Source: an optimization exercise on an open RTL-to-GDS flow (aim: small area, a short achievable clock period and few clock cycles per item). Production flows keep margins and buffers that such runs may drop.
At most, simulation tests tie the RTL to the original design; equivalence was not proved.

## nickel
## fir_top
module fir_top (
    input  wire       clk,
    input  wire       resetN,
    input  wire       sampleClk,
    input  wire [7:0] sample,
    output wire [7:0] sum,
    output reg        dav
);
   reg [7:0] h1, h2, h3, h4, h5, h6, h7, h8;
   reg [8:0] s34, s25, s16;
   reg [9:0] m3;
   reg [19:0] t1;
   reg [3:0] ic;
   wire busy = ~ic[3] | ~ic[2];
   wire en = sampleClk | busy;
   wire [7:0] xin = busy ? 8'd0 : sample;
   wire s_1, c_2;
   ha us_1 (h2[0], h3[0], s_1, c_2);
   wire s_3, c_4;
   ha us_3 (h2[1], h3[1], s_3, c_4);
   wire s_5, c_6;
   ha us_5 (h2[2], h3[2], s_5, c_6);
   wire s_7, c_8;
   ha us_7 (h2[3], h3[3], s_7, c_8);
   wire s_9, c_10;
   ha us_9 (h2[4], h3[4], s_9, c_10);
   wire s_11, c_12;
   ha us_11 (h2[5], h3[5], s_11, c_12);
   wire s_13, c_14;
   ha us_13 (h2[6], h3[6], s_13, c_14);
   wire s_15, c_16;
   ha us_15 (h2[7], h3[7], s_15, c_16);
   wire s_17, c_18;
   ha us_17 (h2[7], h3[7], s_17, c_18);
   wire G_19 = c_4 | (s_3 & c_2);
   wire G_21 = c_6 | (s_5 & c_4);
   wire P_22 = s_5 & s_3;
   wire G_23 = c_8 | (s_7 & c_6);
   wire P_24 = s_7 & s_5;
   wire G_25 = c_10 | (s_9 & c_8);
   wire P_26 = s_9 & s_7;
  ...
For scale: about 760 cells after synthesis, about 20 I/O pins, roughly 9900 um^2 of cells after synthesis.
Settings: LEC_CHECK=0, CAP_MARGIN=20, CORE_MARGIN=2, CORE_UTILIZATION=65, CTS_BUF_LIST=sky130_fd_sc_hd__clkbuf_8, CTS_CLUSTER_SIZE=30, SLEW_MARGIN=20, SYNTH_HIERARCHICAL=1; clock period 10.0 ns.
run.sh (not shown) runs the stock make flow with config.mk's settings and CLKGATE_MAP_FILE= SYNTH_SCRIPT=/design/flow/synth_recipe.tcl, a recipe that flattens the netlist after the stock synthesis.
nickel: no failed stages, no open violations at the end
### nickel -> juniper
--- a/flow/config.mk
+++ b/flow/config.mk
@@ -11,4 +11,5 @@
 export CTS_BUF_LIST = sky130_fd_sc_hd__clkbuf_8
 export CTS_CLUSTER_SIZE = 30
+export SETUP_SLACK_MARGIN = 5
 export SLEW_MARGIN = 20
 export SYNTH_HIERARCHICAL = 1
- Both conditions hold for juniper: the flow ran to the end and the final layout passed the timing, design-rule and antenna checks.
- Delta(total global routing track utilization, juniper - nickel) > 0
- First-pass GRT wire length was higher in juniper than in nickel.
- Any difference in setup clock skew after layout between juniper and nickel is small enough to ignore.
- On average detailed-routed wire length per instance, juniper and nickel are basically level.
- Wire length deteriorates in juniper relative to nickel.
- nickel → juniper: relative slew slack closely matched the old numbers, area overhead of the layout relative to synthesis increased by 3.7 points relative to the old numbers.
- As far as xor/xnor cell area share of the yosys netlist goes, juniper and nickel are indistinguishable; the numbers are identical.
- Row setup slack on the worst flop-to-flop path: juniper higher / nickel lower
No functional check of the RTL was part of any run of this note.


quartz:
Another version of the RTL of fir_top (not shown whole).
Size in the first run: about 710 cells after synthesis, about 160 flip-flops, ~20 I/O pins, ~10000 um^2 of cells after synthesis.
==> flow/config.mk <==
export PLATFORM = sky130hd
export DESIGN_NAME = fir_top
export DESIGN_NICKNAME = fir_top
export VERILOG_FILES = /design/flow/design.v
export SDC_FILE = /design/flow/constraint.sdc
export NUM_CORES = 4
export LEC_CHECK = 0
export CAP_MARGIN = 20
export CORE_MARGIN = 2
export CORE_UTILIZATION = 65
export CTS_BUF_LIST = sky130_fd_sc_hd__clkbuf_8
export CTS_CLUSTER_SIZE = 30
export SETUP_SLACK_MARGIN = 5
export SLEW_MARGIN = 20
export SYNTH_HIERARCHICAL = 1
==> flow/constraint.sdc <==
create_clock -name core_clock -period 10.0 [get_ports {clk}]
set_input_delay 2.0000 -clock core_clock [delete_from_list [all_inputs] [get_ports {clk}]]
set_output_delay 2.0000 -clock core_clock [all_outputs]
set_load 0.01 [all_outputs]
standard.sh (not shown) runs the stock make flow with config.mk's settings and CLKGATE_MAP_FILE= SYNTH_SCRIPT=/design/flow/synth_recipe.tcl, a recipe that flattens the netlist after the stock synthesis.
==> flow/flow/run.sh <==
#!/bin/bash
# The standard layout (the standard.sh: ORFS from synthesis to the final
# layout), with timing repair aiming at a larger setup margin than the flow
# settings allow. make's output goes to flow_make.log; each ORFS step writes
# its own log under orfs/logs, copied here at the end.
set -euo pipefail
bash standard.sh SETUP_SLACK_MARGIN=6.5 finish > flow_make.log 2>&1
cp orfs/logs/*/fir_top/base/*.log . 2>/dev/null || true
Testbench counts of quartz, summed over its fixed seeds: cycles 12,008, items 12,000.
Changes in harbor relative to quartz:
==> flow/flow/run.sh <==
#!/bin/bash
# The standard layout (the standard.sh: ORFS from synthesis to the final
# layout), with timing repair aiming at a larger setup margin than the flow
# settings allow and the port buffers made of sky130_fd_sc_hd__buf_2. make's
# output goes to flow_make.log; each ORFS step writes its own log under
# orfs/logs, copied here at the end.
set -euo pipefail
bash standard.sh SETUP_SLACK_MARGIN=6.2 "BUFFER_PORTS_ARGS=-buffer_cell sky130_fd_sc_hd__buf_2" finish > flow_make.log 2>&1
cp orfs/logs/*/fir_top/base/*.log . 2>/dev/null || true
==> run summary <==
Summary of harbor over quartz: number of instances in the synthesized netlist held steady; area taken by multi-input logic gates shrank by 4.5%. From quartz to harbor the numbers moved as follows: post-layout instance area went down; via count went down; count of plain and timing-repair buffers in the layout went down.
#### Input delta (delta over harbor)
-- flow/flow/run.sh --
<<< harbor, line 4
# settings allow and the port buffers made of sky130_fd_sc_hd__buf_2. make's
>>> delta, line 4
# settings allow and the port buffers made of sky130_fd_sc_hd__buf_4. make's
<<< harbor, line 8
bash standard.sh SETUP_SLACK_MARGIN=6.2 "BUFFER_PORTS_ARGS=-buffer_cell sky130_fd_sc_hd__buf_2" finish > flow_make.log 2>&1
>>> delta, line 8
bash standard.sh SETUP_SLACK_MARGIN=6.0 "BUFFER_PORTS_ARGS=-buffer_cell sky130_fd_sc_hd__buf_4" finish > flow_make.log 2>&1
==> run summary <==
The via count reported for delta is lower than the one for harbor.
harbor vs delta, worst-path cell with the longest stage delay: sky130_fd_sc_hd__dfxtp_2 vs sky130_fd_sc_hd__maj3_1
Going from harbor to delta, final instance area shows a reduction of 210 um^2; fmax closely matched the old numbers; core occupancy in the finished layout went down by 1.4 points; number of signal-net buffers in the layout went down.
delta vs. harbor: global-route usage grew by 0.71 points.


fir_top again, from the RTL that the note above started with.
Settings: LEC_CHECK=0, CAP_MARGIN=20, CORE_MARGIN=2, CORE_UTILIZATION=55, CTS_BUF_LIST=sky130_fd_sc_hd__clkbuf_8, CTS_CLUSTER_SIZE=30, SETUP_SLACK_MARGIN=5, SLEW_MARGIN=20, SYNTH_HIERARCHICAL=1; clock period 10.0 ns.
==> flow/flow/run.sh <==
#!/bin/bash
# The standard layout (the standard.sh: ORFS from synthesis to the final
# layout), with timing repair aiming at a larger setup margin than the flow
# settings allow and the port buffers made of sky130_fd_sc_hd__buf_2. make's
# output goes to flow_make.log; each ORFS step writes its own log under
# orfs/logs, copied here at the end.
set -euo pipefail
bash standard.sh SETUP_SLACK_MARGIN=6.0 "BUFFER_PORTS_ARGS=-buffer_cell sky130_fd_sc_hd__buf_2" finish > flow_make.log 2>&1
cp orfs/logs/*/fir_top/base/*.log . 2>/dev/null || true
Testbench counts at the start, summed over its fixed seeds: cycles 12,008, items 12,000.
Edit:
CORE_UTILIZATION = 72   (was 55)
=> Clock skew fell by 0.0044 ns. Sequential share of layout area stays flat. Design area is about the same. Area after synthesis does not change. Die area is lower by 23%. Non-clock buffer count does not change. Worst setup slack is worse by 0.060 ns. Global-route usage grows by 8.7 points. Via count rises by 3.9%.
Edit:
CORE_UTILIZATION = 65   (was 72)
=> Worst hold slack barely changes. Global-route usage falls by 4.3 points. Die area rises by 10%. Fmax rises by 0.76%. Sequential share of layout area rises by 0.12 points. Cell area barely changes. Utilization falls by 7.7 points. Via count falls by 2.7%.
Edit:
==> flow/flow/run.sh (replaced) <==
#!/bin/bash
# The standard layout (the standard.sh: ORFS from synthesis to the final
# layout), with timing repair aiming at a larger setup margin than the flow
# settings allow. make's output goes to flow_make.log; each ORFS step writes
# its own log under orfs/logs, copied here at the end.
set -euo pipefail
bash standard.sh SETUP_SLACK_MARGIN=6.0 finish > flow_make.log 2>&1
cp orfs/logs/*/fir_top/base/*.log . 2>/dev/null || true
Effect: Flip-flop and latch count does not change. Die area stays the same. Cell area came out higher by 0.98%. Routed wire length came out lower by 0.83%.
Edit:
==> flow/flow/run.sh (replaced) <==
#!/bin/bash
# The standard layout (the standard.sh: ORFS from synthesis to the final
# layout), with timing repair aiming at a larger setup margin than the flow
# settings allow and the port buffers made of sky130_fd_sc_hd__buf_2. make's
# output goes to flow_make.log; each ORFS step writes its own log under
# orfs/logs, copied here at the end.
set -euo pipefail
bash standard.sh SETUP_SLACK_MARGIN=6.4 "BUFFER_PORTS_ARGS=-buffer_cell sky130_fd_sc_hd__buf_2" finish > flow_make.log 2>&1
cp orfs/logs/*/fir_top/base/*.log . 2>/dev/null || true
What happened: The changed run went through all stages and came out clean; sequential share of layout area is lower by 2.0 points; routed wire length is higher by 8.9%; area after synthesis is unchanged; setup slack gains 0.053 ns; fmax is higher by 1.3%; cell count is higher by 4.4%; non-clock buffer count rose by 42.


Another version of the RTL of fir_top (not shown whole).
Size in the first run: ~700 cells after synthesis, about 9900 um2 of cells after synthesis.
==> flow/config.mk <==
export PLATFORM = sky130hd
export DESIGN_NAME = fir_top
export DESIGN_NICKNAME = fir_top
export VERILOG_FILES = /design/flow/design.v
export SDC_FILE = /design/flow/constraint.sdc
export NUM_CORES = 4
export LEC_CHECK = 0
export CAP_MARGIN = 20
export CORE_MARGIN = 2
export CORE_UTILIZATION = 75
export CTS_BUF_LIST = sky130_fd_sc_hd__clkbuf_8
export CTS_CLUSTER_SIZE = 30
export SETUP_SLACK_MARGIN = 5
export SLEW_MARGIN = 20
export SYNTH_HIERARCHICAL = 1
==> flow/constraint.sdc <==
create_clock -name core_clock -period 10.0 [get_ports {clk}]
set_input_delay 2.0000 -clock core_clock [delete_from_list [all_inputs] [get_ports {clk}]]
set_output_delay 2.0000 -clock core_clock [all_outputs]
set_load 0.01 [all_outputs]
==> flow/flow/run.sh <==
#!/bin/bash
# The standard layout (the standard.sh: ORFS from synthesis to the final
# layout), with timing repair aiming at a larger setup margin than the flow
# settings allow. make's output goes to flow_make.log; each ORFS step writes
# its own log under orfs/logs, copied here at the end.
set -euo pipefail
bash standard.sh SETUP_SLACK_MARGIN=6.0 finish > flow_make.log 2>&1
cp orfs/logs/*/fir_top/base/*.log . 2>/dev/null || true
Testbench counts at the start, summed over its fixed seeds: cycles 12,008, items 12,000.
Rerun with:
==> flow/flow/run.sh (replaced) <==
#!/bin/bash
# The standard layout (the standard.sh: ORFS from synthesis to the final
# layout) with timing repair aiming at a larger setup margin than the flow
# settings allow. ORFS writes each tool's log under orfs/logs; make's own
# output goes to flow_make.log here.
set -euo pipefail
bash standard.sh SETUP_SLACK_MARGIN=6.0 finish > flow_make.log 2>&1
- CORE_UTILIZATION: 75 -> 65
After rerunning: The changed run went through all stages and came out clean. Cell count grows by 0.94%. Non-clock buffer count shrinks by 3.


Starting RTL as in the previous note.
export LEC_CHECK = 0
export CAP_MARGIN = 20
export CORE_MARGIN = 2
export CORE_UTILIZATION = 65
export CTS_BUF_LIST = sky130_fd_sc_hd__clkbuf_8
export CTS_CLUSTER_SIZE = 30
export SETUP_SLACK_MARGIN = 5
export SLEW_MARGIN = 20
export SYNTH_HIERARCHICAL = 1
create_clock -name core_clock -period 10.0 [get_ports {clk}]
==> flow/flow/run.sh <==
#!/bin/bash
# The standard layout (the standard.sh: ORFS from synthesis to the final
# layout), with timing repair aiming at a larger setup margin than the flow
# settings allow. make's output goes to flow_make.log; each ORFS step writes
# its own log under orfs/logs, copied here at the end.
set -euo pipefail
bash standard.sh SETUP_SLACK_MARGIN=6.2 finish > flow_make.log 2>&1
cp orfs/logs/*/fir_top/base/*.log . 2>/dev/null || true
Testbench counts at the start, summed over its fixed seeds: cycles 12,008, items 12,000.
Change:
--- a/flow/flow/run.sh
+++ b/flow/flow/run.sh
@@ -6,3 +6,3 @@
 set -euo pipefail
-bash standard.sh SETUP_SLACK_MARGIN=6.2 finish > flow_make.log 2>&1
+bash standard.sh SETUP_SLACK_MARGIN=6.0 finish > flow_make.log 2>&1
 cp orfs/logs/*/fir_top/base/*.log . 2>/dev/null || true
Clock skew went down by 8.6 ps. Non-clock buffer count fell by 4. Critical path depth does not change. Wire length decreases by a few percent.
Change:
==> flow/run.sh (new file) <==
#!/bin/bash
# synth_recipe.tcl (not shown) runs the flow's synth.tcl, then flattens the netlist and writes it again
# the make line also repeats each setting of config.mk as NAME=value (left out here)
make -C /OpenROAD-flow-scripts/flow DESIGN_CONFIG=/design/flow/config.mk WORK_HOME=/design/flow/orfs CLKGATE_MAP_FILE= SYNTH_SCRIPT=/design/flow/synth_recipe.tcl finish
removed: flow/flow/run.sh
removed: flow/standard.sh
Final area is lower by 2.5%.
Sequential share of layout area rose by 1.0 points.
Synthesized area is unchanged.
Change:
==> flow/flow/run.sh (new file) <==
#!/bin/bash
# The standard layout (the standard.sh: ORFS from synthesis to the final
# layout) with timing repair aiming at a larger setup margin than the flow
# settings allow. ORFS writes each tool's log under orfs/logs; make's own
# output goes to flow_make.log here.
set -euo pipefail
bash standard.sh SETUP_SLACK_MARGIN=6.5 finish > flow_make.log 2>&1
==> flow/standard.sh (new file) <==
#!/bin/bash
# synth_recipe.tcl (not shown) runs the flow's synth.tcl, then flattens the netlist and writes it again
# the make line also repeats each setting of config.mk as NAME=value (left out here)
make -C /OpenROAD-flow-scripts/flow DESIGN_CONFIG=/design/flow/config.mk WORK_HOME=/design/flow/orfs CLKGATE_MAP_FILE= SYNTH_SCRIPT=/design/flow/synth_recipe.tcl "${@:-finish}"
removed: flow/run.sh
After rerunning:
- utilization rose by 6.4 points
- first-iteration DRC count rose by 3.3%
- synthesized area does not change
- die area is unchanged
- wire length rose by 11%
- setup slack gains 240 ps
- synthesized cell count is unchanged
- register-to-register slack gains 240 ps
Change:
--- a/flow/flow/run.sh
+++ b/flow/flow/run.sh
@@ -6,2 +6,2 @@
 set -euo pipefail
-bash standard.sh SETUP_SLACK_MARGIN=6.5 finish > flow_make.log 2>&1
+bash standard.sh SETUP_SLACK_MARGIN=5.6 finish > flow_make.log 2>&1
The changed run completed without violations; final area came out lower by a little under a tenth; non-clock buffer count shrinks by 56; synthesized cell count is unchanged; wire length drops by a little under a tenth; critical path depth stays the same; worst setup slack gets worse by 97 ps.


Another version of the RTL of fir_top (not shown whole).
For scale: about 920 cells after synthesis, about 120 flip-flops.
==> flow/design.v (excerpt) <==
module fir_top (
    input  wire       clk,
    input  wire       resetN,
    input  wire       sampleClk,
    input  wire [7:0] sample,
    output reg  [7:0] sum,
    output reg        dav
);
Settings: LEC_CHECK=0, CAP_MARGIN=20, CORE_MARGIN=2, CORE_UTILIZATION=40, SLEW_MARGIN=20; clock period 10.0 ns.
run.sh (not shown) runs the stock make flow with config.mk's settings and CLKGATE_MAP_FILE= SYNTH_SCRIPT=/design/flow/synth_recipe.tcl, a recipe that flattens the netlist after the stock synthesis.
Stock flow here: none of the scripts above is used.
The first run ran to the end with no violations.
Edit:
--- a/flow/config.mk
+++ b/flow/config.mk
@@ -10,0 +11 @@
+export SETUP_SLACK_MARGIN = 5
Result: The changed run completed with no timing, DRC or antenna violations; design area grows by about 10%.
No functional check of the RTL was part of any run of this note.

afterwards: timing with drivers on the ports:
In the flow no input, the clock included, has a driving cell. The finished layouts below were timed again as built, in two steps.
Step 1 (the two cells are an assumption about what drives the block):
set clk [get_ports {clk}]
set_driving_cell -lib_cell sky130_fd_sc_hd__clkbuf_16 $clk
set_driving_cell -lib_cell sky130_fd_sc_hd__buf_2 [delete_from_list [all_inputs] $clk]
Step 2, shift: input delay + t, output delay - t, t = (earliest + latest rising clock arrival at the registers) / 2. This alone moves slack from input paths to output paths.
Slacks: ideal ports / drivers / drivers and shift; pairs: ideal ports / drivers.
run | shift t [ns] | slack for setup (ns) | worst register clock-pin slew, ns
nickel | 0.502 | 4.652 / 4.652 / 4.652 | 0.10 / 0.10
juniper | 0.501 | 5.046 / 5.046 / 5.046 | 0.10 / 0.10
quartz | 0.496 | 6.105 / 6.068 / 6.020 | 0.10 / 0.10
harbor | 0.489 | 6.071 / 6.032 / 5.853 | 0.09 / 0.09
delta | 0.500 | 6.061 / 6.019 / 5.693 | 0.10 / 0.10
the first run of note 3 | 0.489 | 6.091 / 6.052 / 5.702 | 0.10 / 0.10
the second run of note 3 | 0.505 | 6.031 / 5.994 / 5.690 | 0.10 / 0.10
the third run of note 3 | 0.493 | 6.061 / 6.020 / 5.730 | 0.09 / 0.09
the fourth run of note 3 | 0.487 | 6.008 / 5.968 / 5.596 | 0.09 / 0.09
the fifth run of note 3 | 0.491 | 6.061 / 6.021 / 5.958 | 0.09 / 0.09
the first run of note 4 | 0.488 | 5.688 / 5.688 / 5.416 | 0.09 / 0.09
the second run of note 4 | 0.485 | 5.840 / 5.840 / 5.596 | 0.10 / 0.10
the first run of note 5 | 0.480 | 5.922 / 5.922 / 5.770 | 0.10 / 0.10
the second run of note 5 | 0.485 | 5.840 / 5.840 / 5.596 | 0.10 / 0.10
the third run of note 5 | 0.482 | 5.602 / 5.602 / 5.351 | 0.11 / 0.11
the fourth run of note 5 | 0.497 | 5.846 / 5.846 / 5.846 | 0.10 / 0.10
the fifth run of note 5 | 0.490 | 5.749 / 5.749 / 5.347 | 0.11 / 0.11
the first run of note 6 | 0.455 | 3.472 / 3.472 / 3.472 | 0.06 / 0.06
the second run of note 6 | 0.469 | 4.169 / 4.169 / 4.169 | 0.06 / 0.06
After both steps setup and hold are still met in every run listed. For the fourth run of note 3, which loses most, drivers alone change the setup slack by -0.040 ns; drivers and shift together by -0.412 ns.
